This design comes from an exercise in tuning for small area on the open sky130 flow, not from production work. Where RTL was checked, it was by simulation tests only, not by an equivalence proof against the original. Function not checked in runs 1 to 3: the RTL went through the layout flow alone. No activity file was given, so power comes from the tool's default toggle rates.

$ cat flow/design.v
module missile_predictor_fpga(
    input clk50mhz,
    input rst,
    input uart_rx,
    output reg servo_pwm_out_x,
    output reg servo_pwm_out_y
);
    reg [12:0] baud;
    reg [3:0]  bit_cnt;
    reg        byte_state;      
    reg        diff;            
    reg [7:0]  last_x;
    reg [7:0]  uart_y;
    wire rx_idle = bit_cnt[3] & bit_cnt[1];
    wire done    = rx_idle & ~bit_cnt[0];
    wire tick    = ~rx_idle & (&baud);
    wire shift   = tick & ~bit_cnt[3];
    always @(posedge clk50mhz) begin
        if (rx_idle)
            baud <= 13'h1b8b;
        else if (&baud)
            baud <= 13'h08ea;
        else
            baud <= {baud[11:0], baud[12] ^ baud[11] ^ baud[10] ^ baud[7]};
    end
    always @(posedge clk50mhz) begin
        if (rst)
            bit_cnt <= 4'd15;
        else if (rx_idle)
            bit_cnt <= uart_rx ? 4'd15 : 4'd0;
        else if (&baud)
            bit_cnt <= bit_cnt + 4'd1;
    end
    reg [4:0] cnt;
    wire x_done  = done & ~byte_state;
    wire cnt_hi  = cnt[4] & (cnt[3] | cnt[2]);           
    wire cnt_end = cnt[4] & cnt[3] & cnt[2] & cnt[1];    
    wire predict = x_done & cnt_end;
    wire pop     = x_done & diff & cnt_hi & ~cnt_end;
    wire win     = byte_state & ((bit_cnt == 4'd0) | (bit_cnt == 4'd15));
    wire old_bit = byte_state ? uart_y[0] : last_x[0];
    always @(posedge clk50mhz) begin
        if (rst) begin
            byte_state <= 1'b0;
            diff <= 1'b0;
            last_x <= 8'd128;
            uart_y <= 8'd128;
            cnt <= 5'd0;
        end else begin
            if (done)
                byte_state <= ~byte_state;
            if (shift)
                diff <= (diff & ~(byte_state & (bit_cnt[2:0] == 3'd0))) | (old_bit ^ uart_rx);
            if (shift & ~byte_state)
                last_x <= {uart_rx, last_x[7:1]};
            if (shift & byte_state)
                uart_y <= {uart_rx, uart_y[7:1]};
            if (x_done) begin
                if (cnt_end)
                    cnt <= {4'd0, diff};
                else if (cnt_hi | diff)
                    cnt <= cnt + 5'd1;
            end
        end
    end
    reg [7:0] ring [0:21];
    reg [3:0] slot;
    reg       slot_y;
    reg       pop_d;
    integer i;
    always @(posedge clk50mhz) begin
        if (rst) begin
            slot <= 4'd0;
            slot_y <= 1'b0;
            pop_d <= 1'b0;
        end else begin
            pop_d <= pop;
            if (!(pop | pop_d)) begin
                slot_y <= ~slot_y;
                if (slot_y)
                    slot <= (slot == 4'd10) ? 4'd0 : slot + 4'd1;
            end
        end
    end
    wire [7:0] newest = slot_y ? uart_y : last_x;
    wire wr = win & ({1'b0, slot} + 5'd1 == cnt);
    always @(posedge clk50mhz) begin
        for (i = 0; i < 21; i = i + 1)
            ring[i] <= ring[i+1];
        ring[21] <= wr ? newest : ring[0];
    end
    function [7:0] extrap(input [7:0] h19, input [7:0] h0);
        reg [8:0] d, v, p;
        begin
            d = {1'b0, h19} - {1'b0, h0};
            v = {{4{d[8]}}, d[8:4]};
            p = {1'b0, h19} + {v[5:0], 3'b000} + {v[7:0], 1'b0};
            extrap = p[7:0] & {8{~p[8]}};
        end
    endfunction
    wire [7:0] pred = extrap(newest, ring[0]);
    reg [7:0] pred_x, pred_y;
    always @(posedge clk50mhz) begin
        if (win & (slot == 4'd0) & ~slot_y)
            pred_x <= pred;
        if (win & (slot == 4'd0) & slot_y)
            pred_y <= pred;
    end
    reg [7:0] x_pos, y_pos;
    always @(posedge clk50mhz) begin
        if (rst) begin
            x_pos <= 8'd128;
            y_pos <= 8'd128;
        end else if (predict) begin
            x_pos <= pred_x;
            y_pos <= pred_y;
        end
    end
    reg [8:0]  pr;
    reg [11:0] pq;
    wire pr_end = &(pr | ~9'd293);
    wire pq_end = &(pq | ~12'd3316) & ~pq[8];
    wire pq_neg = &pq[11:8];
    always @(posedge clk50mhz) begin
        if (rst | (pq_end & (pr == 9'd95))) begin
            pr <= 9'd284;
            pq <= 12'd4010;
        end else if (pr_end) begin
            pr <= 9'd0;
            pq <= pq + 12'd1;
        end else
            pr <= pr + 9'd1;
    end
    wire [8:0] ky = {1'b0, y_pos} + 9'd85;
    always @(posedge clk50mhz) begin
        if (rst) begin
            servo_pwm_out_x <= 1'b0;
            servo_pwm_out_y <= 1'b0;
        end else begin
            servo_pwm_out_x <= pq_neg | (pq < {4'b0000, x_pos});
            servo_pwm_out_y <= pq_neg | ({pq, pr >= 9'd10} < {3'b000, ky, 1'b1});
        end
    end
endmodule
$ cat flow/flow/run.sh
#!/bin/bash
set -euo pipefail
export CTS_ARGS="-sink_clustering_enable -repair_clock_nets -sink_clustering_size 30 -sink_clustering_max_diameter 80 -buf_list sky130_fd_sc_hd__clkbuf_16 -dont_use_dummy_load"
bash standard.sh > orfs_flow.log 2>&1
$ cat flow/standard.sh
#!/bin/bash
# synth_recipe.tcl (not shown) runs the flow's synth.tcl, then flattens the netlist and writes it again
# the make line also repeats each setting of config.mk as NAME=value (left out here)
make -C /OpenROAD-flow-scripts/flow DESIGN_CONFIG=/design/flow/config.mk WORK_HOME=/design/flow/orfs CLKGATE_MAP_FILE= SYNTH_SCRIPT=/design/flow/synth_recipe.tcl "${@:-finish}"
$ cat flow/config.mk
export PLATFORM = sky130hd
export DESIGN_NAME = missile_predictor_fpga
export DESIGN_NICKNAME = missile_predictor_fpga
export VERILOG_FILES = /design/flow/design.v
export SDC_FILE = /design/flow/constraint.sdc
export NUM_CORES = 4
export LEC_CHECK = 0
export CAP_MARGIN = 20
export CORE_MARGIN = 2
export CORE_UTILIZATION = 70
export SLEW_MARGIN = 20
$ cat flow/constraint.sdc
create_clock -name core_clock -period 20.0 [get_ports {clk50mhz}]
set_input_delay 4.0000 -clock core_clock [delete_from_list [all_inputs] [get_ports {clk50mhz}]]
set_output_delay 4.0000 -clock core_clock [all_outputs]
set_load 0.01 [all_outputs]
==> impl_results.md, run 1 <==
* Status: timing/DRC/antenna clean
* Worst path required time at 20.24 ns
* Hold path depth at 0
* Die area at 13800 sq um
* Worst r2r dst: pred_x[6]
* DRC Markers at 0
* Cts bufs inserted at 13
* Post-Syn Area at approximately 9000 sq um
* Period utilisation layout at 0.272
* Hold path endpoint: ring[18][6]
* Total grt overflow at 0
* Top cells by count, synth: 261 x dfxtp_1, 56 x nor2_1, 45 x inv_1
* CP endpoint kind: flop
* First-pass GRT wire length at 25600 um
* Area growth syn-to-layout at 5.78%
* Crit-path max FO at 14
* Post-DP Area at 9220 sq um
* Max Root-Sink Buffers at 3
* Final Cell Area at 9540 sq um
* Ys Warns at 2
* Height of the die at 118 um
* Clk root buf: clkbuf_16
* Share of layout cells above drive strength 1 at 0.0467
* Reg2reg setup slack at 14.57 ns
* Mapped Nets at 824
* Ant diodes at 0
* Synth unique cells at 55
* Mapped Cells at around 770
* Fillers at between 800 and 900
* Worst Skew at roughly 0.029 ns
* 1st-iter DRT viols at 262
* Hold buffers post-CTS at 0
* Slew HR at 0.376
* Max Cap Violations at 0
* Vias in the first global route at 5251
* DRT Pass-1 Iters at 4
* # port buffers at 4
* PwrDens at slightly above 90 nW/um^2
* Hold Startpoint: ring[19][6]
* Min Clock Period, post-route at ~5.4 ns
* Synth area leader: dfxtp_1
* H-tree Lvls at 1
* Die X at 118 um
* FP Rows at 41
* Reg-to-reg startpoint: slot_y
* Most common cell in the netlist: dfxtp_1
* Seq/Total Area, Yosys at 0.632
* Most common flop cell mapped by yosys: dfxtp_1
* Storage cell area at ~5700 sq um
* CTS sink cnt at 277
* Critical Path AT at 5.67 ns
* DR WL/cell at between 15 and 20 um
* Vias after detailed routing at 5243
* Flops & latches, synth at 277
* Hold WC Path Type: flop to flop
* Final hold violation count at 0
* Unrepaired setup endpoints after global routing: false
* GR Util All Layers at 0.223
* Cells after DPL at a little over 900
* Antenna violations before repair at 0
* Final setup fails at 0
* Clk slew on worst S/H paths at 0.10 ns
* Setup TNS at 0 ns
* Final hold slack at 0.311 ns
* Final ANT Viol Nets at 0
* Cts repair resizes at 0
* Largest net degree at the start of global routing at 54
* Synth top area share at 0.579
* Via density at 5.56
* Pins Over Slew Limit at 0
* Post-route insts no fill at between 900 and 1000
* Post-synth EDFFs at 16
* Leakage at roughly 0.0038 uW
* HPWL Detailed at 9760 um
* CORE AREA at 12600 sq um
* Tot Pwr at just under 900 uW
* Setup bufs post-CTS at 0
* Startpoint Class: flop
* Area of the multi-input gates at a little over 3000 sq um
* FMAX at 0.184 GHz
* Placer Congestion at between 0.8 and 0.9
* Kind of critical path: flop to flop
* Initial Util at 0.715
* R2R depth at 14
* Slew @ Worst Pin at 0.937 ns
* Clock latency on the worst-skew pair at 0.47 ns
* Syn Area/Cell at 11.7 sq um
* Area contributors post-synth: dfxtp_1 58%, ha_1 6.1%, edfxtp_1 5.3%, mux2i_1 3.1%, nor2_1 2.3%
* Peak supply drop at roughly 0.10 mV
* Final WL at between 15000 and 20000 um
* Top Ports at 5
* Asr flop ratio synth at 0
* Final #Nets at 823
* CTS tree: done
## cell usage in the layout (no fill, tap or decap), types with 20 or more instances in the layout
cell / count
a21oi_1: 40
dfxtp_1: 261
ha_1: 44
inv_1: 45
mux2i_1: 28
nand2_1: 35
nor2_1: 56
o21ai_0: 21
xnor2_1: 20
xor2_1: 23
## how the worst max path moves through the flow
| stage | startpoint | to | slack (ns) | cells past startpoint |
|---|---|---|---|---|
| global route | slot_y | pred_x[6] | 14.38 | 14 |
| finish | slot_y | pred_x[6] | 14.57 | 14 |
| global placement | rst | pr[7] | 13.84 | 5 |
| detailed placement | rst | pr[5] | 14.16 | 5 |
| floorplan | rst | pr[3] | 14.99 | 4 |
| CTS | slot_y | pred_x[6] | 14.62 | 14 |
## per-layer routing
layer / vias to the layer above / share of wire / global-route usage
met3: 33 / 0.029 / 0.0296
met1: 2497 / 0.47 / 0.300
met2: 92 / 0.48 / 0.385
met5: - / 0 / 0
met4: 0 / 0.021 / 0.0580
li1: 2621 / - / -
## state kept, by name, summed over array words and instances, names as in the netlist
name,flops
diff,1
servo_pwm_out_x,1
bit_cnt,4
byte_state,1
uart_y,8
y_pos,8
baud,13
pred_y,8
x_pos,8
ring,176
servo_pwm_out_y,1
slot_y,1
pred_x,8
pq,12
cnt,5
pop_d,1
slot,4
last_x,8
pr,9
## area by class of cell
class,count,share of cell area
Clock buffer,13,0.0341
Inverter,45,0.0177
Multi-Input combinational cell,429,0.321
Sequential cell,277,0.598
Tap cell,172,0.0226
Timing Repair Buffer,7,0.00656
## cell families after synthesis
logic type / Yosys count / synth area share
adders and majority gates: 47 / 0.0677
DFF: 277 / 0.632
buffers and inverters: 68 / 0.0284
and+or+nand+nor: 185 / 0.102
muxes: 40 / 0.0460
xor gates and xnor gates: 43 / 0.0417
AOI/OAI and AO/OA: 114 / 0.0811
## worst max-delay path: stages (launching register included)
cell and delay, ns:
dfxtp_1 0.74, mux2_2 0.47, ha_1 0.30, o21ai_0 0.38, a22o_1 0.27, nor2_1 0.07, a311oi_1 0.69, xor2_1 0.17
ha_1 0.32, ha_1 0.38, o21a_1 0.22, o31a_1 0.13, o21a_1 0.19, or3_1 0.44, a221oi_1 0.45
## where the power goes
part	switching, uW	internal (uW)
Clock	155	118
Sequential	8.46	568
Combinational	15.0	11.7
## through the flow
stage	util	worst slack (ns)
6_report	0.756	14.57
5_1_grt	0.756	14.38
4_1_cts	0.756	14.62
3_5_place_dp	0.730	14.16
3_3_place_gp	0.730	13.84
2_1_floorplan	-	14.99
==> run 2: changes to the inputs <==
==> flow/flow/run.sh (replaced) <==
#!/bin/bash
set -euo pipefail
export CTS_ARGS="-sink_clustering_enable -repair_clock_nets -sink_clustering_size 30 -sink_clustering_max_diameter 80 -buf_list {sky130_fd_sc_hd__clkbuf_8 sky130_fd_sc_hd__clkbuf_16} -sink_clustering_buffer sky130_fd_sc_hd__clkbuf_16 -root_buf sky130_fd_sc_hd__clkbuf_8 -dont_use_dummy_load"
bash standard.sh > orfs_flow.log 2>&1
==> run 2 against run 1 <==
Against the previous run:
- sequential power barely moved
- non-clock buffer count is the same
- power is 1.8% lower
- register-to-register slack got worse by 0.04 ns
- cell area shrank 0.35%
- utilization decreased by 0.27 points
- fmax decreased by 0.80%
- combinational power about the same
- critical path depth unchanged
- critical endpoint unchanged
- largest cell class unchanged
==> impl_results.md, run 2 <==
* Ant diodes at 0 (unchanged)
* Hold Startpoint: ring[19][6] (unchanged)
* FP Rows at 41 (unchanged)
* Leakage at 0.00380 uW (was 0.00382 uW)
* Most common cell after layout, fill and taps aside: dfxtp_1 (unchanged)
* Reg-to-reg startpoint: slot_y (unchanged)
* Pins Over Slew Limit at 0 (unchanged)
* R2R depth at 14 (unchanged)
* # port buffers at 4 (unchanged)
* Hold WC Path Type: flop to flop (unchanged)
* Kind of critical path: flop to flop (unchanged)
* Top Ports at 5 (unchanged)
* Most frequent cells in the layout: 261 x dfxtp_1, 56 x nor2_1, 45 x inv_1, 44 x ha_1, 40 x a21oi_1 (unchanged)
* CP max-delay cell: dfxtp_1 (unchanged)
* DRC Markers at 0 (unchanged)
* Slew @ Worst Pin at 0.944 ns (was 0.937 ns)
* Vias in the first global route at 5235 (was 5251)
* CP endpoint kind: flop (unchanged)
* Die X at 118 um (unchanged)
* Peak supply drop at 0.101 mV (about the same)
* Dpl ws at 14.16 ns (unchanged)
* Worst Skew at 0.0299 ns (was 0.0294 ns)
* Storage cell area at 5710 sq um (unchanged)
* Area of the multi-input gates at 3070 sq um (unchanged)
* Synth top area share at 0.579 (unchanged)
* Antenna violations before repair at 0 (unchanged)
* Slew HR at 0.366 (was 0.376)
* Fillers at 844 (unchanged)
* 1st-iter DRT viols at 296 (was 262)
* HPWL Detailed at 9760 um (unchanged)
* DR WL/cell at 16.0 um (about the same)
* Setup bufs post-CTS at 0 (unchanged)
* Unrepaired setup endpoints after global routing: false (unchanged)
* PwrDens at 90.4 nW/um^2 (was 91.7 nW/um^2)
* Mapped Cells at 774 (unchanged)
* Hold buffers post-CTS at 0 (unchanged)
* Asr flop ratio synth at 0 (unchanged)
* Setup TNS at 0 ns (unchanged)
* Max Cap Violations at 0 (unchanged)
* Crit path buf inv count at 0 (unchanged)
* Synth area leader: dfxtp_1 (unchanged)
* CORE AREA at 12600 sq um (unchanged)
* Syn Area/Cell at 11.7 sq um (unchanged)
* Seq/Total Area, Yosys at 0.632 (unchanged)
* Final hold violation count at 0 (unchanged)
* Synth unique cells at 55 (unchanged)
* Final setup fails at 0 (unchanged)
* First-pass GRT wire length at 25500 um (was 25600 um)
* Final WL at 15100 um (about the same)
* Area growth syn-to-layout at 5.41% (was 5.78%)
* Most common cell in the netlist: dfxtp_1 (unchanged)
* Most common flop cell mapped by yosys: dfxtp_1 (unchanged)
* Clock latency on the worst-skew pair at 0.51 ns (was 0.47 ns)
* Ys Warns at 2 (unchanged)
* Hold path depth at 0 (unchanged)
* Crit-path max cell delay at 0.75 ns (was 0.74 ns)
* Clk root buf: clkbuf_8 (was clkbuf_16)
* Status: timing/DRC/antenna clean (unchanged)
* Final ANT Viol Nets at 0 (unchanged)
* Post-synth EDFFs at 16 (unchanged)
* H-tree Lvls at 1 (unchanged)
* Placer Congestion at 0.873 (unchanged)
* Final worst slack at 14.52 ns (was 14.57 ns)
* Startpoint Class: flop (unchanged)
* Post-Syn Area at 9020 sq um (unchanged)
* Reg with most FFs: ring (unchanged)
* Largest net degree at the start of global routing at 54 (unchanged)
* Top cell by count, worst path: ha_1 (unchanged)
* Share of layout cells above drive strength 1 at 0.0467 (unchanged)
* Hold path endpoint: ring[18][6] (unchanged)
* Reg2reg setup slack at 14.52 ns (was 14.57 ns)
* Period utilisation layout at 0.274 (was 0.272)
* CTS tree: done (unchanged)
* Total grt overflow at 0 (unchanged)
* Largest registers: ring (176), baud (13), pq (12) (unchanged)
* Max reg flops at 176 (unchanged)
* Vias after detailed routing at 5245 (was 5243)
* Final #Nets at 823 (unchanged)
* Mapped Nets at 824 (unchanged)
* Area contributors post-synth: dfxtp_1 58%, ha_1 6.1%, edfxtp_1 5.3%, mux2i_1 3.1%, nor2_1 2.3% (unchanged)
* GR Util All Layers at 0.224 (was 0.223)
* CTS sink cnt at 277 (unchanged)
* Flops & latches, synth at 277 (unchanged)
* Top delay family on crit path: compound AO/OA/AOI/OAI gates (unchanged)
* FMAX at 0.183 GHz (was 0.184 GHz)
* Tot Pwr at 860 uW (was 875 uW)
* Die area at 13800 sq um (unchanged)
* Crit-path max FO at 14 (unchanged)
* Cts bufs inserted at 13 (unchanged)
* Critical path cell sequence: mux2_2 > ha_1 > o21ai_0 > a22o_1 > nor2_1 > a311oi_1 > xor2_1 > ha_1 > ha_1 > o21a_1 > o31a_1 > o21a_1 > or3_1 > a221oi_1 (unchanged)
* Height of the die at 118 um (unchanged)
* Top cells by count, synth: 261 x dfxtp_1, 56 x nor2_1, 45 x inv_1 (unchanged)
* Worst r2r dst: pred_x[6] (unchanged)
* Critical Path AT at 5.75 ns (was 5.67 ns)
* Cts repair resizes at 0 (unchanged)
* Min Clock Period, post-route at 5.48 ns (was 5.43 ns)
* Initial Util at 0.715 (unchanged)
* Max Root-Sink Buffers at 3 (unchanged)
* Worst path required time at 20.28 ns (was 20.24 ns)
* Clk slew on worst S/H paths at 0.10 ns (about the same)
* Via density at 5.56 (about the same)
* DRT Pass-1 Iters at 4 (unchanged)
-- run 2: layout make-up --
class                      instances  area share
timing repair buffer               7     0.00658
multi-input combinational        429       0.322
tap                              172      0.0226
inverter                          45      0.0178
clock buffer                      13      0.0307
sequential                       277       0.600
-- run 2: logic make-up (layout without fill, tap and decap cells) --
kind of cell	count (synthesis)	after routing	share of synthesized area
xor gates and xnor gates	43	43	0.0417
DFF	277	277	0.632
buffers and inverters	68	65	0.0284
and+or+nand+nor	185	185	0.102
AOI/OAI and AO/OA	114	114	0.0811
muxes	40	40	0.0460
adders and majority gates	47	47	0.0677
-- run 2: worst reg2reg max path, cell delays in order (launching register included) --
cell      delay, ns
dfxtp_1        0.75
mux2_2         0.47
ha_1           0.30
o21ai_0        0.38
a22o_1         0.26
nor2_1         0.07
a311oi_1       0.73
xor2_1         0.17
ha_1           0.32
ha_1           0.37
o21a_1         0.22
o31a_1         0.13
o21a_1         0.19
or3_1          0.43
a221oi_1       0.45
-- run 2: worst max path at each step --
stage / slack, ns / end / cells after the start / startpoint
after floorplan: 14.99 / pr[3] / 4 / rst
after global placement: 13.84 / pr[7] / 5 / rst
after detailed placement: 14.16 / pr[5] / 5 / rst
after CTS: 14.62 / pred_x[6] / 14 / slot_y
after global routing: 14.38 / pred_x[6] / 14 / slot_y
final: 14.52 / pred_x[6] / 14 / slot_y
-- run 2: metal layers --
metal  GRT usage  share of wire
met5           0              0
met4      0.0610          0.021
met3      0.0281          0.030
met2       0.386           0.48
met1       0.301           0.47
-- run 2: stage by stage --
| stage | hold WS, ns | cell area [sq um] | cells | utilization |
|---|---|---|---|---|
| 2_1_floorplan | 0.310 | 9020 | 774 | - |
| 3_3_place_gp | 0.312 | 9210 | 930 | 0.730 |
| 3_5_place_dp | 0.312 | 9220 | 930 | 0.730 |
| 4_1_cts | 0.312 | 9510 | 943 | 0.754 |
| 5_1_grt | 0.308 | 9510 | 943 | 0.754 |
| 6_report | 0.311 | 9510 | 943 | 0.754 |
-- run 2: report_power, final --
part,switching [uW],internal [uW]
clock network,153,104
registers,8.46,568
logic,15.0,11.7
total,177,683
==> run 3: changes to the inputs <==
==> flow/flow/run.sh (replaced) <==
#!/bin/bash
set -euo pipefail
export CTS_ARGS="-sink_clustering_enable -repair_clock_nets -dont_use_dummy_load -sink_clustering_size 12 -sink_clustering_max_diameter 40 -buf_list {sky130_fd_sc_hd__clkbuf_4 sky130_fd_sc_hd__clkbuf_8 sky130_fd_sc_hd__clkbuf_16} -sink_clustering_buffer sky130_fd_sc_hd__clkbuf_4"
bash standard.sh > orfs_flow.log 2>&1
==> run 3 against run 2 <==
Against the previous run:
- fmax rose by 0.17%
- critical path depth unchanged
- worst hold slack worse by 0.017 ns
- critical endpoint unchanged
==> impl_results.md, run 3 <==
* Status: timing/DRC/antenna clean (unchanged)
* Worst Skew at 0.0544 ns (was 0.0299 ns)
* Max reg flops at 176 (unchanged)
* Setup TNS at 0 ns (unchanged)
* Final Cell Area at 9500 sq um (was 9510 sq um)
* Critical Path AT at 5.69 ns (was 5.75 ns)
* Pins Over Slew Limit at 0 (unchanged)
* Hold buffers post-CTS at 0 (unchanged)
* Synth unique cells at 55 (unchanged)
* Ant diodes at 0 (unchanged)
* FMAX at 0.183 GHz (about the same)
* Hold Startpoint: ring[21][6] (was ring[19][6])
* CTS sink cnt at 277 (unchanged)
* DRT Pass-1 Iters at 4 (unchanged)
* Syn Area/Cell at 11.7 sq um (unchanged)
* Hold path depth at 0 (unchanged)
* Cts bufs inserted at 30 (was 13)
* Most common cell in the netlist: dfxtp_1 (unchanged)
* Top cell by count, worst path: ha_1 (unchanged)
* Tot Pwr at 847 uW (was 860 uW)
* H-tree Lvls at 1 (unchanged)
* M2 GR Usage at 0.363 (was 0.386)
* Area growth syn-to-layout at 5.26% (was 5.41%)
* Via density at 5.49 (was 5.56)
* Kind of critical path: flop to flop (unchanged)
* Cts repair resizes at 0 (unchanged)
* GR Util All Layers at 0.218 (was 0.224)
* Crit. Startpoint: slot_y (unchanged)
* Peak supply drop at 0.0865 mV (was 0.101 mV)
* Top Ports at 5 (unchanged)
* Leakage at 0.00382 uW (was 0.00380 uW)
* Reg2reg setup slack at 14.53 ns (was 14.52 ns)
* Post-DP Area at 9220 sq um (unchanged)
* CP endpoint kind: flop (unchanged)
* Vias in the first global route at 5305 (was 5235)
* Met1 Track Usage GR at 0.292 (was 0.301)
* Die area at 13800 sq um (unchanged)
* Share of layout cells above drive strength 1 at 0.0673 (was 0.0467)
* Most frequent cells in the layout: 261 x dfxtp_1, 56 x nor2_1, 45 x inv_1, 44 x ha_1, 40 x a21oi_1 (unchanged)
* Crit-path max cell delay at 0.74 ns (was 0.75 ns)
* Post-Syn Area at 9020 sq um (unchanged)
* Period utilisation layout at 0.273 (was 0.274)
* Total grt overflow at 0 (unchanged)
* Antenna violations before repair at 0 (unchanged)
* Most common flop cell mapped by yosys: dfxtp_1 (unchanged)
* Largest net degree at the start of global routing at 54 (unchanged)
* Clk root buf: clkbuf_16 (was clkbuf_8)
* Final hold violation count at 0 (unchanged)
* Unrepaired setup endpoints after global routing: false (unchanged)
* Clock latency on the worst-skew pair at 0.50 ns (was 0.51 ns)
* Max Cap Violations at 0 (unchanged)
* R2R depth at 14 (unchanged)
* CORE AREA at 12600 sq um (unchanged)
* Setup bufs post-CTS at 0 (unchanged)
* Final WL at 14500 um (was 15100 um)
* Worst path required time at 20.22 ns (was 20.28 ns)
* Vias after detailed routing at 5274 (was 5245)
* Initial Util at 0.715 (unchanged)
* Height of the die at 118 um (unchanged)
* Met3 global-route usage at 0.0436 (was 0.0281)
* Mapped Nets at 824 (unchanged)
* Post-synth EDFFs at 16 (unchanged)
* Hold path endpoint: ring[20][6] (was ring[18][6])
* HPWL Detailed at 9760 um (unchanged)
* Placer Congestion at 0.873 (unchanged)
* Seq/Total Area, Yosys at 0.632 (unchanged)
* Crit-path max FO at 14 (unchanged)
* Synth area leader: dfxtp_1 (unchanged)
* Mapped Cells at 774 (unchanged)
* Reg-to-reg startpoint: slot_y (unchanged)
* Worst r2r dst: pred_x[6] (unchanged)
* Reg with most FFs: ring (unchanged)
* DR WL/cell at 15.1 um (was 16.0 um)
* Most common cell after layout, fill and taps aside: dfxtp_1 (unchanged)
* Top cells by count, synth: 261 x dfxtp_1, 56 x nor2_1, 45 x inv_1 (unchanged)
* Area contributors post-synth: dfxtp_1 58%, ha_1 6.1%, edfxtp_1 5.3%, mux2i_1 3.1%, nor2_1 2.3% (unchanged)
* Largest registers: ring (176), baud (13), pq (12) (unchanged)
* 1st-iter DRT viols at 279 (was 296)
* Ys Warns at 2 (unchanged)
* FP Rows at 41 (unchanged)
* Hold WC Path Type: flop to flop (unchanged)
* Critical path cell sequence: mux2_2 > ha_1 > o21ai_0 > a21oi_1 > a31oi_1 > a311oi_1 > xor2_1 > ha_1 > ha_1 > o21a_1 > o31a_1 > o21a_1 > or3_1 > a221oi_1 (was mux2_2 > ha_1 > o21ai_0 > a22o_1 > nor2_1 > a311oi_1 > xor2_1 > ha_1 > ha_1 > o21a_1 > o31a_1 > o21a_1 > or3_1 > a221oi_1)
* # port buffers at 4 (unchanged)
* PwrDens at 89.2 nW/um^2 (was 90.4 nW/um^2)
* Flops & latches, synth at 277 (unchanged)
* Startpoint Class: flop (unchanged)
* Slew @ Worst Pin at 0.948 ns (was 0.944 ns)
* Die X at 118 um (unchanged)
* Asr flop ratio synth at 0 (unchanged)
* First-pass GRT wire length at 25000 um (was 25500 um)
* Min Clock Period, post-route at 5.47 ns (was 5.48 ns)
* Final #Nets at 840 (was 823)
* Synth top area share at 0.579 (unchanged)
* GR peak layer: met2 (unchanged)
* CTS tree: done (unchanged)
* Max Root-Sink Buffers at 3 (unchanged)
* CP max-delay cell: dfxtp_1 (unchanged)
* Clk slew on worst S/H paths at 0.11 ns (was 0.10 ns)
* Final setup fails at 0 (unchanged)
* Final ANT Viol Nets at 0 (unchanged)
* DRC Markers at 0 (unchanged)
* Slew HR at 0.368 (was 0.366)
run 3: worst max-delay path by stage:
stage	endpoint	cells after the start
6_report	pred_x[6]	14
5_1_grt	pred_x[6]	14
4_1_cts	pred_x[6]	14
3_5_place_dp	pr[5]	5
3_3_place_gp	pr[7]	5
2_1_floorplan	pr[3]	4
run 3: logic make-up (layout without fill, tap and decap cells):
family	count (synthesis)	count (layout)	share of synthesized area
compound gates	114	114	0.0811
flops	277	277	0.632
xor+xnor	43	43	0.0417
simple gates	185	185	0.102
fa+ha+maj	47	47	0.0677
buf+inv	68	82	0.0284
mux	40	40	0.0460
run 3: cell type report:
type	instances	area (sq um)
Tap cell	172	215
Timing Repair Buffer	7	62.6
Fill cell	847	3120
Clock buffer	30	278
Inverter	45	169
Sequential cell	277	5710
Multi-Input combinational cell	429	3070
run 3: power by group:
| part | leakage [uW] | internal, uW | switching, uW |
|---|---|---|---|
| combinational | 0.00140 | 11.7 | 14.9 |
| clock | 0.000161 | 90.0 | 154 |
| sequential | 0.00225 | 568 | 8.35 |
| total | 0.00382 | 669 | 178 |
run 3: metal layers:
| layer | wire length (um) | vias up |
|---|---|---|
| met4 | 376 | 0 |
| met1 | 6890 | 2479 |
| met5 | 0 | - |
| li1 | - | 2667 |
| met3 | 537 | 36 |
| met2 | 6680 | 92 |
run 3: metrics by stage:
| stage | instances | hold slack [ns] | util | setup WS (ns) |
|---|---|---|---|---|
| 5_1_grt | 960 | 0.289 | 0.752 | 14.34 |
| 2_1_floorplan | 774 | 0.310 | - | 14.99 |
| 3_3_place_gp | 930 | 0.312 | 0.730 | 13.84 |
| 6_report | 960 | 0.295 | 0.752 | 14.53 |
| 3_5_place_dp | 930 | 0.312 | 0.730 | 14.16 |
| 4_1_cts | 960 | 0.294 | 0.752 | 14.65 |
run 3: worst max-delay path, delay by kind of cell (launching register included):
kind	cells	cell delay, ns
multiplexers	1	0.46
AO/OA/AOI/OAI	8	2.22
adder cells (fa/ha/maj)	3	1.20
XOR/XNOR	1	0.16
flip-flops	1	0.74
AND/OR/NAND/NOR	1	0.44
==> run 4: changes to the inputs <==
--- a/flow/design.v
+++ b/flow/design.v
@@ -67,5 +67,4 @@
     reg [3:0] slot;
     reg       slot_y;
-    reg       pop_d;
     integer i;
     always @(posedge clk50mhz) begin
@@ -73,12 +72,10 @@
             slot <= 4'd0;
             slot_y <= 1'b0;
-            pop_d <= 1'b0;
-        end else begin
-            pop_d <= pop;
-            if (!(pop | pop_d)) begin
+        end else if (!pop) begin
+            if (slot == 4'd10) begin
+                slot <= 4'd0;
                 slot_y <= ~slot_y;
-                if (slot_y)
-                    slot <= (slot == 4'd10) ? 4'd0 : slot + 4'd1;
-            end
+            end else
+                slot <= slot + 4'd1;
         end
     end
==> flow/flow/run.sh (replaced) <==
#!/bin/bash
# Own layout flow:
#  1. the standard synthesis (standard.sh synth);
#  2. its combinational logic re-mapped for area by ABC (flow/remap.tcl),
#     keeping every register cell and name of the standard synthesis;
#  3. the standard layout from floorplan on (standard.sh), with the
#     clock tree synthesis arguments overridden (no dummy loads).
# Each tool's output goes to a log file of its own in this folder.
set -euo pipefail
R=orfs/results/${FLOW_PLATFORM}/missile_predictor_fpga/base
export CTS_ARGS="-sink_clustering_enable -repair_clock_nets -dont_use_dummy_load -sink_clustering_size 30 -sink_clustering_max_diameter 80 -buf_list {sky130_fd_sc_hd__clkbuf_8 sky130_fd_sc_hd__clkbuf_16} -sink_clustering_buffer sky130_fd_sc_hd__clkbuf_16 -root_buf sky130_fd_sc_hd__clkbuf_8"

bash standard.sh synth > log_1_standard_synth.log 2>&1
cp "$R/1_2_yosys.v" standard_synth.v

export REMAP_LIB="${FLOW_HOME}/platforms/${FLOW_PLATFORM}/lib/sky130_fd_sc_hd__tt_025C_1v80.lib"
export REMAP_IN="$PWD/standard_synth.v"
export REMAP_OUT="$PWD/remapped.v"
"${FLOW_HOME}/../tools/install/yosys/bin/yosys" -c flow/remap.tcl > log_2_remap.log 2>&1

cp remapped.v "$R/1_2_yosys.v"
rm -f "$R/1_synth.odb" "$R/1_synth.sdc"
bash standard.sh > log_3_standard_layout.log 2>&1
==> flow/flow/remap.tcl (new file) <==
# Re-map the combinational logic of the standard synthesis for area.
# The registers stay the cells (and instance names) the standard synthesis
# gave them: their cell modules are black boxes, everything else is
# flattened back to gates and mapped again by ABC.
set lib $::env(REMAP_LIB)
yosys read_liberty -ignore_miss_func $lib
yosys read_verilog $::env(REMAP_IN)
yosys hierarchy -top $::env(FLOW_TOP)
yosys setattr -mod -set blackbox 1 sky130_fd_sc_hd__dfxtp_1 sky130_fd_sc_hd__edfxtp_1
yosys flatten -separator _
yosys opt_clean
yosys abc -liberty $lib -dont_use sky130_fd_sc_hd__probe_p_8 -dont_use sky130_fd_sc_hd__probec_p_8 -dont_use *lpflow* -script "+strash;dch,-f;amap;strash;dch,-f;amap;strash;dch,-f;amap;topo"
yosys hilomap -singleton -hicell sky130_fd_sc_hd__conb_1 HI -locell sky130_fd_sc_hd__conb_1 LO
yosys splitnets
yosys opt_clean -purge
yosys stat -liberty $lib
yosys write_verilog -noattr -noexpr -nohex -nodec $::env(REMAP_OUT)
==> run 4 against run 3 <==
Against the previous run:
- flip-flop and latch count fell by 1
- global-route usage rose by 0.55 points
- synthesized cell count fell by 4.0%
- clock skew rose by 0.0037 ns
- power rose by 0.94%
- final cell count fell by 5.5%
- sequential power fell by 0.7%
- clock power rose by 5%
==> impl_results.md, run 4 <==
* Placer Congestion at 0.819 (was 0.873)
* Most frequent cells in the layout: 260 x dfxtp_1, 111 x nor2_1, 65 x clkinv_1, 51 x nand2_1, 49 x o21ai_0 (was 261 x dfxtp_1, 56 x nor2_1, 45 x inv_1, 44 x ha_1, 40 x a21oi_1)
* DR WL/cell at 15.1 um (about the same)
* Crit. Startpoint: slot_y (unchanged)
* Startpoint Class: flop (unchanged)
* CP max-delay cell: dfxtp_1 (unchanged)
* FMAX at 0.169 GHz (was 0.183 GHz)
* Kind of critical path: flop to flop (unchanged)
* Final #Nets at 769 (was 840)
* Largest net degree at the start of global routing at 32 (was 54)
* Max reg flops at 176 (unchanged)
* Top Ports at 5 (unchanged)
* Critical path cell sequence: clkinv_1 > o22ai_1 > nor2_1 > a221oi_1 > o21ai_0 > a21o_1 > o32ai_1 > o21ai_0 > o22ai_1 > clkinv_1 > nor2_1 > a21oi_1 > nand2_1 > o21ai_0 > o21ai_0 > nor2b_1 > nand2b_1 > o22ai_1 > o21ai_0 > nor2_1 > a21oi_1 > nor3_1 (was mux2_2 > ha_1 > o21ai_0 > a21oi_1 > a31oi_1 > a311oi_1 > xor2_1 > ha_1 > ha_1 > o21a_1 > o31a_1 > o21a_1 > or3_1 > a221oi_1)
* Cts bufs inserted at 13 (was 30)
* Setup TNS at 0 ns (unchanged)
* GR Util All Layers at 0.223 (was 0.218)
* Vias after detailed routing at 5094 (was 5274)
* Status: timing/DRC/antenna clean (unchanged)
* Final WL at 13700 um (was 14500 um)
* Initial Util at 0.708 (was 0.715)
* Setup bufs post-CTS at 0 (unchanged)
* Crit-path max cell delay at 0.55 ns (was 0.74 ns)
* Area growth syn-to-layout at 6.91% (was 5.26%)
* Pins Over Slew Limit at 0 (unchanged)
* DRC Markers at 0 (unchanged)
* Reg-to-reg startpoint: slot_y (unchanged)
* CTS sink cnt at 276 (was 277)
* Hold buffers post-CTS at 0 (unchanged)
* Syn Area/Cell at 10.8 sq um (was 11.7 sq um)
* Most common cell after layout, fill and taps aside: dfxtp_1 (unchanged)
* Max Cap Violations at 0 (unchanged)
* Reg with most FFs: ring (unchanged)
* Via density at 5.62 (was 5.49)
* Post-Syn Area at 8020 sq um (was 9020 sq um)
* DRT Pass-1 Iters at 5 (was 4)
* Slew @ Worst Pin at 0.824 ns (was 0.948 ns)
* Total grt overflow at 0 (unchanged)
* Height of the die at 111 um (was 118 um)
* FP Rows at 39 (was 41)
* Final setup fails at 0 (unchanged)
* Final worst slack at 14.07 ns (was 14.53 ns)
* Mapped Cells at 743 (was 774)
* CP endpoint kind: flop (unchanged)
* Min Clock Period, post-route at 5.93 ns (was 5.47 ns)
* Max Root-Sink Buffers at 3 (unchanged)
* Final ANT Viol Nets at 0 (unchanged)
* Leakage at 0.00322 uW (was 0.00382 uW)
* Mapped Nets at 746 (was 824)
* PwrDens at 99.7 nW/um^2 (was 89.2 nW/um^2)
* CORE AREA at 11300 sq um (was 12600 sq um)
* Final hold slack at 0.294 ns (was 0.295 ns)
* HPWL Detailed at 8590 um (was 9760 um)
* Antenna violations before repair at 0 (unchanged)
* 1st-iter DRT viols at 345 (was 279)
* Share of layout cells above drive strength 1 at 0.0249 (was 0.0673)
* Hold WC Path Type: flop to flop (unchanged)
* Crit-path max FO at 11 (was 14)
* Slew HR at 0.449 (was 0.368)
* Clock latency on the worst-skew pair at 0.51 ns (was 0.50 ns)
* Worst Skew at 0.0581 ns (was 0.0544 ns)
* Die X at 111 um (was 118 um)
* Dpl ws at 14.01 ns (was 14.16 ns)
* Worst path required time at 20.20 ns (was 20.22 ns)
* Hold Startpoint: ring[4][4] (was ring[21][6])
* Unrepaired setup endpoints after global routing: false (unchanged)
* Period utilisation layout at 0.297 (was 0.273)
* First-pass GRT wire length at 22900 um (was 25000 um)
* Vias in the first global route at 4928 (was 5305)
* Ant diodes at 0 (unchanged)
* Tot Pwr at 855 uW (was 847 uW)
* Ys Warns at 2 (unchanged)
* Final hold violation count at 0 (unchanged)
* Cts repair resizes at 0 (unchanged)
* Peak supply drop at 0.0939 mV (was 0.0865 mV)
* Largest registers: ring (176), baud (13), pq (12) (unchanged)
* Top cell by count, worst path: o21ai_0 (was ha_1)
* # port buffers at 4 (unchanged)
* Clk root buf: clkbuf_8 (was clkbuf_16)
* Clk slew on worst S/H paths at 0.11 ns (about the same)
* CTS tree: done (unchanged)
* H-tree Lvls at 1 (unchanged)
* Critical Path AT at 6.14 ns (was 5.69 ns)
* Die area at 12300 sq um (was 13800 sq um)
==> run 4: power breakdown <==
part           internal (uW)  switching, uW  leakage, uW
Clock                    104            152     0.000145
Combinational           9.96           17.2     0.000828
Sequential               566           5.84      0.00224
==> run 4: final cells by class <==
class                      instances  area, sq um
timing repair buffer               8         70.1
multi-input combinational        402         2100
sequential                       276         5690
inverter                          65          244
fill                             734         2750
clock buffer                      13          292
tap                              143          179
==> run 4: per-layer routing <==
layer / global-route usage / share of wire / vias up
met4: 0.0658 / 0.022 / 0
met5: 0 / 0 / -
met2: 0.380 / 0.48 / 110
met3: 0.0361 / 0.042 / 34
met1: 0.299 / 0.46 / 2365
li1: - / - / 2585
==> run 4: metrics by stage <==
stage               cell area, sq um  instances   util
floorplan                       8020        743      -
global placement                8280        894  0.731
detailed placement              8280        894  0.731
CTS                             8570        907  0.757
global route                    8570        907  0.757
finish                          8570        907  0.757
==> run 4: path summary, 6_finish.rpt <==
check / cells past startpoint / slack (ns) / endpoint
max reg2reg: 22 / 14.07 / pred_y[5]
min: 0 / 0.29 / ring[3][4]
max: 22 / 14.07 / pred_y[5]
min reg2reg: 0 / 0.29 / ring[3][4]
==> run 4: worst max-delay path: cells and delay by family, from the launching register on <==
kind | cells | cell delay [ns]
compound gates | 13 | 3.51
buf+inv | 2 | 0.58
flops | 1 | 0.55
simple gates | 7 | 0.98
==> run 5: changes to the inputs <==
--- a/flow/design.v
+++ b/flow/design.v
@@ -70,9 +70,9 @@
     always @(posedge clk50mhz) begin
         if (rst) begin
-            slot <= 4'd0;
+            slot <= 4'd1;
             slot_y <= 1'b0;
         end else if (!pop) begin
-            if (slot == 4'd10) begin
-                slot <= 4'd0;
+            if (slot == 4'd11) begin
+                slot <= 4'd1;
                 slot_y <= ~slot_y;
             end else
@@ -81,5 +81,5 @@
     end
     wire [7:0] newest = slot_y ? uart_y : last_x;
-    wire wr = win & ({1'b0, slot} + 5'd1 == cnt);
+    wire wr = win & ({1'b0, slot} == cnt);
     always @(posedge clk50mhz) begin
         for (i = 0; i < 21; i = i + 1)
@@ -99,7 +99,7 @@
     reg [7:0] pred_x, pred_y;
     always @(posedge clk50mhz) begin
-        if (win & (slot == 4'd0) & ~slot_y)
+        if (win & (slot == 4'd1) & ~slot_y)
             pred_x <= pred;
-        if (win & (slot == 4'd0) & slot_y)
+        if (win & (slot == 4'd1) & slot_y)
             pred_y <= pred;
     end
--- a/flow/config.mk
+++ b/flow/config.mk
@@ -8,4 +8,4 @@
 export CAP_MARGIN = 20
 export CORE_MARGIN = 2
-export CORE_UTILIZATION = 70
+export CORE_UTILIZATION = 80
 export SLEW_MARGIN = 20
==> run 5 against run 4 <==
Against the previous run:
- worst setup slack worse by 0.22 ns
- worst hold slack worse by 0.025 ns
- flip-flop and latch count stayed put
- clock skew is 0.0069 ns lower
- cell area is 1.9% lower
- critical path type is now primary input to flop
- combinational power is 2% higher
- clock-buffer cell count stayed put
- critical path depth is 15 lower
- final cell count is 4.0% lower
- largest power group unchanged
- utilization is 11 points higher
==> impl_results.md, run 5 <==
* 1st-iter DRT viols at 546 (was 345)
* Final worst slack at 13.85 ns (was 14.07 ns)
* Mapped Nets at 722 (was 746)
* Die area at 10700 sq um (was 12300 sq um)
* Crit-path max cell delay at 0.51 ns (was 0.55 ns)
* Placer Congestion at 0.840 (was 0.819)
* Total grt overflow at 0 (unchanged)
* Top cell by count, worst path: clkinv_1 (was o21ai_0)
* Hold buffers post-CTS at 0 (unchanged)
* GR peak layer: met2 (unchanged)
* Clk slew on worst S/H paths at 0.11 ns (about the same)
* DR WL/cell at 20.1 um (was 15.1 um)
* Crit-path max FO at 35 (was 11)
* GR Util All Layers at 0.344 (was 0.223)
* Unrepaired setup endpoints after global routing: false (unchanged)
* Final WL at 17500 um (was 13700 um)
* Clock latency on the worst-skew pair at 0.53 ns (was 0.51 ns)
* Period utilisation layout at 0.308 (was 0.297)
* CP max-delay cell: clkinv_1 (was dfxtp_1)
* Antenna violations before repair at 0 (unchanged)
* Final hold violation count at 0 (unchanged)
* Most common cell after layout, fill and taps aside: dfxtp_1 (unchanged)
* Height of the die at 103 um (was 111 um)
* Top Ports at 5 (unchanged)
* Kind of critical path: primary input to flop (was flop to flop)
* Hold WC Path Type: flop to flop (unchanged)
* Status: timing/DRC/antenna clean (unchanged)
* Vias in the first global route at 5344 (was 4928)
* Dpl ws at 13.27 ns (was 14.01 ns)
* Worst Skew at 0.0512 ns (was 0.0581 ns)
* Largest net degree at the start of global routing at 36 (was 32)
* Pins Over Slew Limit at 0 (unchanged)
* Die X at 103 um (was 111 um)
* Initial Util at 0.814 (was 0.708)
* Setup bufs post-CTS at 0 (unchanged)
* Slew @ Worst Pin at 0.839 ns (was 0.824 ns)
* Cts repair resizes at 0 (unchanged)
* HPWL Detailed at 10800 um (was 8590 um)
* Clk root buf: clkbuf_8 (unchanged)
* Ys Warns at 2 (unchanged)
* CTS tree: done (unchanged)
* Max reg flops at 176 (unchanged)
* Leakage at 0.00313 uW (was 0.00322 uW)
* DRC Markers at 0 (unchanged)
* First-pass GRT wire length at 27400 um (was 22900 um)
* Setup TNS at 0 ns (unchanged)
* Post-Syn Area at 7890 sq um (was 8020 sq um)
* Tot Pwr at 862 uW (was 855 uW)
* CTS sink cnt at 276 (unchanged)
* Met3 global-route usage at 0.0517 (was 0.0361)
* Top delay family on crit path: buffers and inverters (was compound AO/OA/AOI/OAI gates)
* Critical Path AT at 6.54 ns (was 6.14 ns)
* Cts bufs inserted at 13 (unchanged)
* Syn Area/Cell at 11.0 sq um (was 10.8 sq um)
* Largest registers: ring (176), baud (13), pq (12) (unchanged)
* Reg with most FFs: ring (unchanged)
* Vias after detailed routing at 5485 (was 5094)
* Final setup fails at 0 (unchanged)
* Share of layout cells above drive strength 1 at 0.0217 (was 0.0249)
* Slew HR at 0.439 (was 0.449)
* Most frequent cells in the layout: 260 x dfxtp_1, 101 x nor2_1, 61 x clkinv_1, 59 x o21ai_0, 54 x nand2_1 (was 260 x dfxtp_1, 111 x nor2_1, 65 x clkinv_1, 51 x nand2_1, 49 x o21ai_0)
* FMAX at 0.162 GHz (was 0.169 GHz)
* Crit path buf inv count at 4 (was 2)
* PwrDens at 102 nW/um^2 (was 99.7 nW/um^2)
* Worst path required time at 20.39 ns (was 20.20 ns)
* Max Cap Violations at 0 (unchanged)
* Mapped Cells at 719 (was 743)
* Area growth syn-to-layout at 6.60% (was 6.91%)
* Met1 Track Usage GR at 0.404 (was 0.299)
* CORE AREA at 9680 sq um (was 11300 sq um)
* Via density at 6.30 (was 5.62)
* DRT Pass-1 Iters at 8 (was 5)
* Max Root-Sink Buffers at 3 (unchanged)
* Critical path cell sequence: clkdlybuf4s50_1 > buf_4 > clkinv_1 > o41ai_2 > clkinv_1 > nand2_1 > nor3_1 (was clkinv_1 > o22ai_1 > nor2_1 > a221oi_1 > o21ai_0 > a21o_1 > o32ai_1 > o21ai_0 > o22ai_1 > clkinv_1 > nor2_1 > a21oi_1 > nand2_1 > o21ai_0 > o21ai_0 > nor2b_1 > nand2b_1 > o22ai_1 > o21ai_0 > nor2_1 > a21oi_1 > nor3_1)
* Startpoint Class: primary input (was flop)
* CP endpoint kind: flop (unchanged)
* Final #Nets at 743 (was 769)
* H-tree Lvls at 1 (unchanged)
* # port buffers at 4 (unchanged)
* Peak supply drop at 0.0971 mV (was 0.0939 mV)
* M2 GR Usage at 0.605 (was 0.380)
* Fillers at 435 (was 734)
* Min Clock Period, post-route at 6.15 ns (was 5.93 ns)
* Ant diodes at 0 (unchanged)
* FP Rows at 36 (was 39)
* Final ANT Viol Nets at 0 (unchanged)
run 5: area by class of cell:
type                       count  area [sq um]  share of cell area
inverter                      61           229              0.0272
tap                          133           166              0.0198
timing repair buffer           6          55.1             0.00655
multi-input combinational    382          1980               0.235
sequential                   276          5690               0.676
clock buffer                  13           292              0.0347
run 5: worst paths after layout:
kind / start / end / slack [ns] / depth (start not counted)
setup / recovery: rst / pr[6] / 13.85 / 7
hold / removal: ring[12][1] / ring[11][1] / 0.27 / 0
setup reg to reg: slot_y / pred_y[2] / 13.87 / 23
hold reg to reg: ring[12][1] / ring[11][1] / 0.27 / 0
run 5: worst register-to-register path: stages, from the launching register on:
cell,delay [ns]
dfxtp_1,0.59
clkinv_1,0.37
o22ai_1,0.47
clkinv_1,0.19
o221ai_1,0.20
a31oi_1,0.10
o21ai_0,0.35
o22ai_1,0.18
o22ai_1,0.27
o21ai_0,0.23
o21ai_0,0.41
clkinv_1,0.23
nor2_1,0.14
a21oi_1,0.06
o21ai_0,0.25
o21ai_0,0.16
and2_0,0.19
nor2_1,0.16
o21ai_0,0.12
and2_0,0.20
nor2_1,0.14
nor2_1,0.05
a21oi_1,0.52
nor2_1,0.24
run 5: layer usage:
layer | wire (um) | share of wire | vias to the layer above
li1 | - | - | 2499
met1 | 6450 | 0.37 | 2543
met2 | 8800 | 0.50 | 338
met3 | 1230 | 0.070 | 105
met4 | 1040 | 0.059 | 0
met5 | 0 | 0 | -
run 5: per-stage QoR:
stage | utilization | instances | cell area, sq um | hold slack (ns)
CTS | 0.867 | 871 | 8400 | 0.274
finish | 0.868 | 871 | 8410 | 0.269
global placement | 0.837 | 858 | 8110 | 0.311
global route | 0.868 | 871 | 8410 | 0.272
detailed placement | 0.837 | 858 | 8110 | 0.312
floorplan | - | 719 | 7890 | 0.310
run 5: power breakdown:
| part | switching, uW | internal, uW |
|---|---|---|
| Combinational | 18.8 | 8.86 |
| Clock | 152 | 104 |
| Sequential | 8.68 | 569 |
| Total | 180 | 682 |
==> run 6: changes to the inputs <==
--- a/flow/config.mk
+++ b/flow/config.mk
@@ -8,4 +8,6 @@
 export CAP_MARGIN = 20
 export CORE_MARGIN = 2
-export CORE_UTILIZATION = 80
+export CORE_UTILIZATION = 70
+export GPL_ROUTABILITY_DRIVEN = 0
+export GPL_TIMING_DRIVEN = 0
 export SLEW_MARGIN = 20
==> run 6 against run 5 <==
Against the previous run:
- synthesized cell count stayed put
- final cell count is 0.57% higher
- clock-buffer cell count stayed put
- clock power hardly changed
- critical endpoint unchanged
- still clean on timing, DRC and antenna
- flip-flop and latch count stayed put
- combinational power is about 10% lower
==> impl_results.md, run 6 <==
* Crit-path max cell delay at 0.60 ns (was 0.51 ns)
* Pins Over Slew Limit at 0 (unchanged)
* Height of the die at 110 um (was 103 um)
* CP max-delay cell: clkinv_1 (unchanged)
* Reg with most FFs: ring (unchanged)
* Crit-path max FO at 35 (unchanged)
* Final setup fails at 0 (unchanged)
* Gate power share at 0.029 (was 0.032)
* Syn Area/Cell at 11.0 sq um (unchanged)
* Top Ports at 5 (unchanged)
* Seq pwr share at 0.674 (was 0.670)
* Setup TNS at 0 ns (unchanged)
* Mapped Cells at 719 (unchanged)
* Hold buffers post-CTS at 0 (unchanged)
* FMAX at 0.169 GHz (was 0.162 GHz)
* P_sw at 174 uW (was 180 uW)
* Most common cell after layout, fill and taps aside: dfxtp_1 (unchanged)
* HPWL Detailed at 8380 um (was 10800 um)
* Vias in the first global route at 4613 (was 5344)
* CP endpoint kind: flop (unchanged)
* Critical path cell sequence: buf_2 > clkinv_1 > o41ai_2 > clkinv_1 > nand2_1 > nor3_1 (was clkdlybuf4s50_1 > buf_4 > clkinv_1 > o41ai_2 > clkinv_1 > nand2_1 > nor3_1)
* Worst Skew at 0.0704 ns (was 0.0512 ns)
* Post-Syn Area at 7890 sq um (unchanged)
* Final hold violation count at 0 (unchanged)
* Largest net degree at the start of global routing at 36 (unchanged)
* GR Util All Layers at 0.225 (was 0.344)
* Min Clock Period, post-route at 5.92 ns (was 6.15 ns)
* FP Rows at 38 (was 36)
* Kind of critical path: primary input to flop (unchanged)
* Sw Ratio at 0.203 (was 0.209)
* First-pass GRT wire length at 21300 um (was 27400 um)
* Clock share of power at 0.297 (about the same)
* Startpoint Class: primary input (unchanged)
* Cell Int Power at 681 uW (was 682 uW)
* Peak supply drop at 0.103 mV (was 0.0971 mV)
* Share of layout cells above drive strength 1 at 0.0204 (was 0.0217)
* DRT Pass-1 Iters at 5 (was 8)
* Ys Warns at 2 (unchanged)
* Final WL at 13200 um (was 17500 um)
* Slew HR at 0.254 (was 0.439)
* CTS tree: done (unchanged)
* Hold WC Path Type: flop to flop (unchanged)
* Critical Path AT at 6.27 ns (was 6.54 ns)
* Mapped Nets at 722 (unchanged)
* DRC Markers at 0 (unchanged)
* CTS sink cnt at 276 (unchanged)
* Total grt overflow at 0 (unchanged)
* Clk slew on worst S/H paths at 0.10 ns (was 0.11 ns)
* Max Root-Sink Buffers at 3 (unchanged)
* Leakage at 0.00312 uW (was 0.00313 uW)
* Setup bufs post-CTS at 0 (unchanged)
* Final ANT Viol Nets at 0 (unchanged)
* Cts bufs inserted at 13 (unchanged)
* Area growth syn-to-layout at 6.46% (was 6.60%)
* Slew @ Worst Pin at 1.11 ns (was 0.839 ns)
* H-tree Lvls at 1 (unchanged)
* Antenna violations before repair at 0 (unchanged)
* Largest registers: ring (176), baud (13), pq (12) (unchanged)
* CORE AREA at 10900 sq um (was 9680 sq um)
* Die area at 12100 sq um (was 10700 sq um)
* Die X at 110 um (was 103 um)
* Vias after detailed routing at 4915 (was 5485)
* Max reg flops at 176 (unchanged)
* DR WL/cell at 15.1 um (was 20.1 um)
* Most frequent cells in the layout: 260 x dfxtp_1, 101 x nor2_1, 61 x clkinv_1, 59 x o21ai_0, 54 x nand2_1 (unchanged)
* Cts repair resizes at 0 (unchanged)
* Max Cap Violations at 0 (unchanged)
* Clock latency on the worst-skew pair at 0.53 ns (about the same)
* Ant diodes at 0 (unchanged)
* 1st-iter DRT viols at 400 (was 546)
* Unrepaired setup endpoints after global routing: false (unchanged)
* Final #Nets at 741 (was 743)
* Top cell by count, worst path: clkinv_1 (unchanged)
* Tot Pwr at 855 uW (was 862 uW)
* Status: timing/DRC/antenna clean (unchanged)
* Period utilisation layout at 0.296 (was 0.308)
* PwrDens at 102 nW/um^2 (about the same)
* Initial Util at 0.721 (was 0.814)
* Via density at 5.61 (was 6.30)
* Fillers at 702 (was 435)
* Clk root buf: clkbuf_8 (unchanged)
* # port buffers at 4 (unchanged)
* Worst path required time at 20.35 ns (was 20.39 ns)
-- run 6: per-layer routing --
layer	track usage	routed length (um)	share of wire	up-vias
li1	-	-	-	2513
met1	0.274	5660	0.43	2262
met2	0.413	6650	0.50	106
met3	0.0276	483	0.037	34
met4	0.0777	394	0.030	0
met5	0	0	0	-
-- run 6: worst paths after layout --
check,endpoint,depth (start not counted),startpoint,slack (ns)
worst max-delay path,pr[6],6,rst,14.08
worst min register to register,ring[8][2],0,ring[9][2],0.29
worst min-delay path,ring[8][2],0,ring[9][2],0.29
worst max register to register,pred_y[6],23,slot_y,14.39
-- run 6: cell type report --
type | count | area (sq um) | area share
repair buffers | 4 | 35.0 | 0.00417
inverters | 61 | 229 | 0.0273
multi-input cells | 382 | 1980 | 0.236
flip-flops and latches | 276 | 5690 | 0.677
clock buffers | 13 | 292 | 0.0347
well taps | 140 | 175 | 0.0209
-- run 6: power groups by stage --
stage	sequential, uW	combinational [uW]	clock (uW)
6_report	576	24.8	254
5_1_grt	578	27.8	275
4_1_cts	576	24.7	259
3_5_place_dp	588	24.0	0
3_3_place_gp	587	22.8	0
2_1_floorplan	586	17.3	0
-- run 6: stage by stage --
step / std cells / hold WS, ns / cell area (sq um) / setup slack [ns] / utilization
floorplan: 719 / 0.310 / 7890 / 14.82 / -
global placement: 863 / 0.311 / 8100 / 12.34 / 0.741
detailed placement: 863 / 0.312 / 8100 / 13.57 / 0.741
CTS: 876 / 0.292 / 8400 / 14.10 / 0.768
global route: 876 / 0.307 / 8400 / 13.63 / 0.768
finish: 876 / 0.291 / 8400 / 14.08 / 0.768
-- run 6: critical path: cells and delay by family --
kind / cells / cell delay (ns)
compound gates: 1 / 0.32
simple gates: 2 / 0.34
buf+inv: 3 / 1.60
==> run 7: changes to the inputs <==
--- a/flow/flow/run.sh
+++ b/flow/flow/run.sh
@@ -9,4 +9,5 @@
 set -euo pipefail
 R=orfs/results/${FLOW_PLATFORM}/missile_predictor_fpga/base
+export BUFFER_PORTS_ARGS="-buffer_cell sky130_fd_sc_hd__buf_1"
 export CTS_ARGS="-sink_clustering_enable -repair_clock_nets -dont_use_dummy_load -sink_clustering_size 30 -sink_clustering_max_diameter 80 -buf_list {sky130_fd_sc_hd__clkbuf_8 sky130_fd_sc_hd__clkbuf_16} -sink_clustering_buffer sky130_fd_sc_hd__clkbuf_16 -root_buf sky130_fd_sc_hd__clkbuf_8"
 
==> run 7 against run 6 <==
Against the previous run:
- utilization is 0.17 points lower
- synthesized cell count stayed put
- non-clock buffer count stayed put
- largest power group unchanged
- worst hold slack worse by 0.024 ns
- fmax is 0.96% higher
- still clean
- critical path type unchanged
- largest cell class unchanged
- via count is 0.81% lower
==> impl_results.md, run 7 <==
* Mapped Cells at 719 (unchanged)
* Slew HR at 0.254 (about the same)
* Hold path depth at 0 (unchanged)
* CP max-delay cell: clkinv_1 (unchanged)
* HPWL Detailed at 8340 um (was 8380 um)
* Syn Area/Cell at 11.0 sq um (unchanged)
* Top cell by count, worst path: clkinv_1 (unchanged)
* Dpl ws at 13.65 ns (was 13.57 ns)
* Clk slew on worst S/H paths at 0.11 ns (was 0.10 ns)
* Max reg flops at 176 (unchanged)
* Crit path buf inv count at 3 (unchanged)
* Via density at 5.57 (was 5.61)
* CTS tree: done (unchanged)
* Top delay family on crit path: buffers and inverters (unchanged)
* Most frequent cells in the layout: 260 x dfxtp_1, 101 x nor2_1, 61 x clkinv_1, 59 x o21ai_0, 54 x nand2_1 (unchanged)
* Reg with most FFs: ring (unchanged)
* Final setup fails at 0 (unchanged)
* Area growth syn-to-layout at 6.22% (was 6.46%)
* Die area at 12100 sq um (unchanged)
* Crit-path max cell delay at 0.58 ns (was 0.60 ns)
* Share of layout cells above drive strength 1 at 0.0204 (unchanged)
* Critical Path AT at 6.24 ns (was 6.27 ns)
* CORE AREA at 10900 sq um (unchanged)
* Cells after DPL at 863 (unchanged)
* Area of the multi-input gates at 1980 sq um (unchanged)
* Worst path required time at 20.37 ns (was 20.35 ns)
* PwrDens at 102 nW/um^2 (about the same)
* # port buffers at 4 (unchanged)
* Max Root-Sink Buffers at 3 (unchanged)
* Final #Nets at 741 (unchanged)
* CP endpoint kind: flop (unchanged)
* Hold path endpoint: ring[7][2] (was ring[8][2])
* Vias in the first global route at 4470 (was 4613)
* Cts repair resizes at 0 (unchanged)
* Final hold violation count at 0 (unchanged)
* Height of the die at 110 um (unchanged)
* Post-Syn Area at 7890 sq um (unchanged)
* Vias after detailed routing at 4875 (was 4915)
* Setup bufs post-CTS at 0 (unchanged)
* Top Ports at 5 (unchanged)
* Kind of critical path: primary input to flop (unchanged)
* Total grt overflow at 0 (unchanged)
* Period utilisation layout at 0.293 (was 0.296)
* Startpoint Class: primary input (unchanged)
* Crit-path max FO at 35 (unchanged)
* Reg-to-reg startpoint: slot_y (unchanged)
* Pins Over Slew Limit at 0 (unchanged)
* GR Util All Layers at 0.214 (was 0.225)
* Setup TNS at 0 ns (unchanged)
* Final hold slack at 0.267 ns (was 0.291 ns)
* Mapped Nets at 722 (unchanged)
* Critical path cell sequence: buf_2 > clkinv_1 > o41ai_2 > clkinv_1 > nand2_1 > nor3_1 (unchanged)
* Min Clock Period, post-route at 5.87 ns (was 5.92 ns)
* Storage cell area at 5690 sq um (unchanged)
* Antenna violations before repair at 0 (unchanged)
* Most common cell after layout, fill and taps aside: dfxtp_1 (unchanged)
* Final WL at 12700 um (was 13200 um)
* DRC Markers at 0 (unchanged)
* Ant diodes at 0 (unchanged)
* Ys Warns at 2 (unchanged)
* FMAX at 0.170 GHz (was 0.169 GHz)
* Status: timing/DRC/antenna clean (unchanged)
* FP Rows at 38 (unchanged)
* 1st-iter DRT viols at 389 (was 400)
* Largest net degree at the start of global routing at 36 (unchanged)
* Fillers at 705 (was 702)
* Worst r2r dst: pred_y[7] (was pred_y[6])
* Final worst slack at 14.13 ns (was 14.08 ns)
* Largest registers: ring (176), baud (13), pq (12) (unchanged)
* CTS sink cnt at 276 (unchanged)
* Leakage at 0.00311 uW (was 0.00312 uW)
* First-pass GRT wire length at 20400 um (was 21300 um)
* R2R depth at 23 (unchanged)
* DR WL/cell at 14.5 um (was 15.1 um)
* Hold Startpoint: ring[8][2] (was ring[9][2])
* Peak supply drop at 0.112 mV (was 0.103 mV)
* Worst Skew at 0.0658 ns (was 0.0704 ns)
* H-tree Lvls at 1 (unchanged)
* Die X at 110 um (unchanged)
* Slew @ Worst Pin at 1.11 ns (about the same)
* Clk root buf: clkbuf_8 (unchanged)
* Initial Util at 0.721 (unchanged)
* Max Cap Violations at 0 (unchanged)
* DRT Pass-1 Iters at 5 (unchanged)
* Clock latency on the worst-skew pair at 0.54 ns (was 0.53 ns)
* Cts bufs inserted at 13 (unchanged)
* Reg2reg setup slack at 14.37 ns (was 14.39 ns)
* Post-route insts no fill at 876 (unchanged)
* Hold buffers post-CTS at 0 (unchanged)
* Hold WC Path Type: flop to flop (unchanged)
* Final ANT Viol Nets at 0 (unchanged)
* Unrepaired setup endpoints after global routing: false (unchanged)
[run 7: layer usage]
layer | track usage | wire, um | up-vias | part of all wire
li1 | - | - | 2503 | -
met1 | 0.268 | 5810 | 2247 | 0.46
met2 | 0.378 | 6040 | 95 | 0.48
met3 | 0.0317 | 457 | 30 | 0.036
met4 | 0.0786 | 381 | 0 | 0.030
met5 | 0 | 0 | - | 0
[run 7: layout make-up]
type                    instances  share of cell area
flip-flops and latches        276               0.679
inverters                      61              0.0273
repair buffers                  4             0.00194
multi-input cells             382               0.236
clock buffers                  13              0.0348
well taps                     140              0.0209
[run 7: worst max-delay path by stage]
stage,start,endpoint,slack (ns),depth (start not counted)
2_1_floorplan,rst,pr[1],14.82,5
3_3_place_gp,rst,pr[6],12.49,6
3_5_place_dp,rst,pr[5],13.65,6
4_1_cts,rst,pr[1],14.15,6
5_1_grt,slot_y,pred_x[7],13.76,23
6_report,rst,pr[1],14.13,6
[run 7: through the flow]
| stage | total power (uW) | cell area (sq um) | util |
|---|---|---|---|
| detailed placement | 612 | 8090 | 0.739 |
| finish | 854 | 8380 | 0.766 |
| floorplan | 603 | 7890 | - |
| CTS | 859 | 8380 | 0.766 |
| global route | 879 | 8380 | 0.766 |
| global placement | 610 | 8080 | 0.739 |
[run 7: report_power, final]
part           total (uW)  leakage (uW)  switching [uW]  internal (uW)
Sequential            576       0.00225            6.85            569
Combinational        24.1      0.000711            15.9           8.20
Clock                 255      0.000145             151            104
==> run 8: changes to the inputs <==
--- a/flow/config.mk
+++ b/flow/config.mk
@@ -9,5 +9,3 @@
 export CORE_MARGIN = 2
 export CORE_UTILIZATION = 70
-export GPL_ROUTABILITY_DRIVEN = 0
-export GPL_TIMING_DRIVEN = 0
 export SLEW_MARGIN = 20
==> run 8 against run 7 <==
Against the previous run:
- still clean
- synthesized area stayed put
- sequential share of layout area fell by 0.10 points
- non-clock buffer count up 1
- largest cell class unchanged
- largest power group unchanged
==> impl_results.md, run 8 <==
* Top cell by count, worst path: o21ai_0 (was clkinv_1)
* CTS sink cnt at 276 (unchanged)
* Ys Warns at 2 (unchanged)
* 1st-iter DRT viols at 419 (was 389)
* Post-Syn Area at 7890 sq um (unchanged)
* Slew HR at 0.460 (was 0.254)
* GR Util All Layers at 0.223 (was 0.214)
* Worst Skew at 0.0209 ns (was 0.0658 ns)
* CORE AREA at 10900 sq um (unchanged)
* Worst path required time at 20.21 ns (was 20.37 ns)
* Max Cap Violations at 0 (unchanged)
* CTS tree: done (unchanged)
* Startpoint Class: flop (was primary input)
* Largest net degree at the start of global routing at 36 (unchanged)
* Final setup fails at 0 (unchanged)
* Antenna violations before repair at 0 (unchanged)
* Mapped Cells at 719 (unchanged)
* Cts repair resizes at 0 (unchanged)
* Die area at 12100 sq um (unchanged)
* Pins Over Slew Limit at 0 (unchanged)
* Ant diodes at 0 (unchanged)
* Final design utilization at 0.767 (was 0.766)
* H-tree Lvls at 1 (unchanged)
* Die X at 110 um (unchanged)
* Kind of critical path: flop to flop (was primary input to flop)
* Final #Nets at 742 (was 741)
* Largest registers: ring (176), baud (13), pq (12) (unchanged)
* Leakage at 0.00311 uW (about the same)
* Mapped Nets at 722 (unchanged)
* DR WL/cell at 15.6 um (was 14.5 um)
* FMAX at 0.174 GHz (was 0.170 GHz)
* DRT Pass-1 Iters at 5 (unchanged)
* Setup bufs post-CTS at 0 (unchanged)
* FP Rows at 38 (unchanged)
* Clk root buf: clkbuf_8 (unchanged)
* Final hold violation count at 0 (unchanged)
* PwrDens at 102 nW/um^2 (about the same)
* Height of the die at 110 um (unchanged)
* Area growth syn-to-layout at 6.38% (was 6.22%)
* HPWL Detailed at 8920 um (was 8340 um)
* Clk slew on worst S/H paths at 0.11 ns (about the same)
* Most frequent cells in the layout: 260 x dfxtp_1, 101 x nor2_1, 61 x clkinv_1, 59 x o21ai_0, 54 x nand2_1 (unchanged)
* Final WL at 13700 um (was 12700 um)
* Period utilisation layout at 0.288 (was 0.293)
* Most common cell after layout, fill and taps aside: dfxtp_1 (unchanged)
* Vias after detailed routing at 4990 (was 4875)
* Clock latency on the worst-skew pair at 0.50 ns (was 0.54 ns)
* Via density at 5.69 (was 5.57)
* # port buffers at 4 (unchanged)
* Top Ports at 5 (unchanged)
* Top delay family on crit path: compound AO/OA/AOI/OAI gates (was buffers and inverters)
* Max Root-Sink Buffers at 3 (unchanged)
* Status: timing/DRC/antenna clean (unchanged)
* Crit path buf inv count at 3 (unchanged)
* Slew @ Worst Pin at 0.807 ns (was 1.11 ns)
* DRC Markers at 0 (unchanged)
* Max reg flops at 176 (unchanged)
* Hold Startpoint: ring[3][1] (was ring[8][2])
* Initial Util at 0.721 (unchanged)
* Vias in the first global route at 4596 (was 4470)
* Min Clock Period, post-route at 5.76 ns (was 5.87 ns)
* First-pass GRT wire length at 21200 um (was 20400 um)
* Total grt overflow at 0 (unchanged)
* Hold buffers post-CTS at 0 (unchanged)
* Setup TNS at 0 ns (unchanged)
* CP max-delay cell: dfxtp_1 (was clkinv_1)
* Cts bufs inserted at 13 (unchanged)
* Crit-path max FO at 12 (was 35)
* Hold WC Path Type: flop to flop (unchanged)
* Share of layout cells above drive strength 1 at 0.0217 (was 0.0204)
* Crit-path max cell delay at 0.59 ns (was 0.58 ns)
## run 8: report_power, final
part	internal [uW]	switching [uW]
clock network	104	148
logic	8.31	16.4
registers	569	7.09
## run 8: metrics by stage
step | setup slack, ns | hold WS (ns) | cells | total power, uW | instance area, sq um
after floorplan | 14.82 | 0.310 | 719 | 603 | 7890
after global placement | 13.87 | 0.310 | 864 | 610 | 8080
after detailed placement | 13.71 | 0.312 | 864 | 612 | 8080
after CTS | 14.24 | 0.328 | 877 | 857 | 8380
after global routing | 13.65 | 0.333 | 877 | 877 | 8390
final | 14.24 | 0.325 | 877 | 852 | 8390
## run 8: area by class of cell
type	instances	area (sq um)
Clock buffer	13	292
Fill cell	734	2550
Inverter	61	229
Multi-Input combinational cell	382	1990
Sequential cell	276	5690
Tap cell	140	175
Timing Repair Buffer	5	22.5
## run 8: path summary, 6_finish.rpt
check,to,slack [ns],cells past startpoint
min reg2reg,ring[2][1],0.32,0
max,pred_x[2],14.24,23
min,ring[2][1],0.32,0
max reg2reg,pred_x[2],14.24,23
## run 8: layer usage
metal,vias to the layer above,global-route usage,wire [um]
met3,34,0.0335,530
li1,2498,-,-
met1,2339,0.286,6130
met4,0,0.0759,369
met2,119,0.386,6630
met5,-,0,0

Check on run 8: ideal ports give 14.242 ns setup slack; a clkbuf_16 on the clock port and buf_2 on the inputs give 14.242 ns; moving port delays by the midpoint clock arrival (0.526 ns) as well gives 13.901 ns.
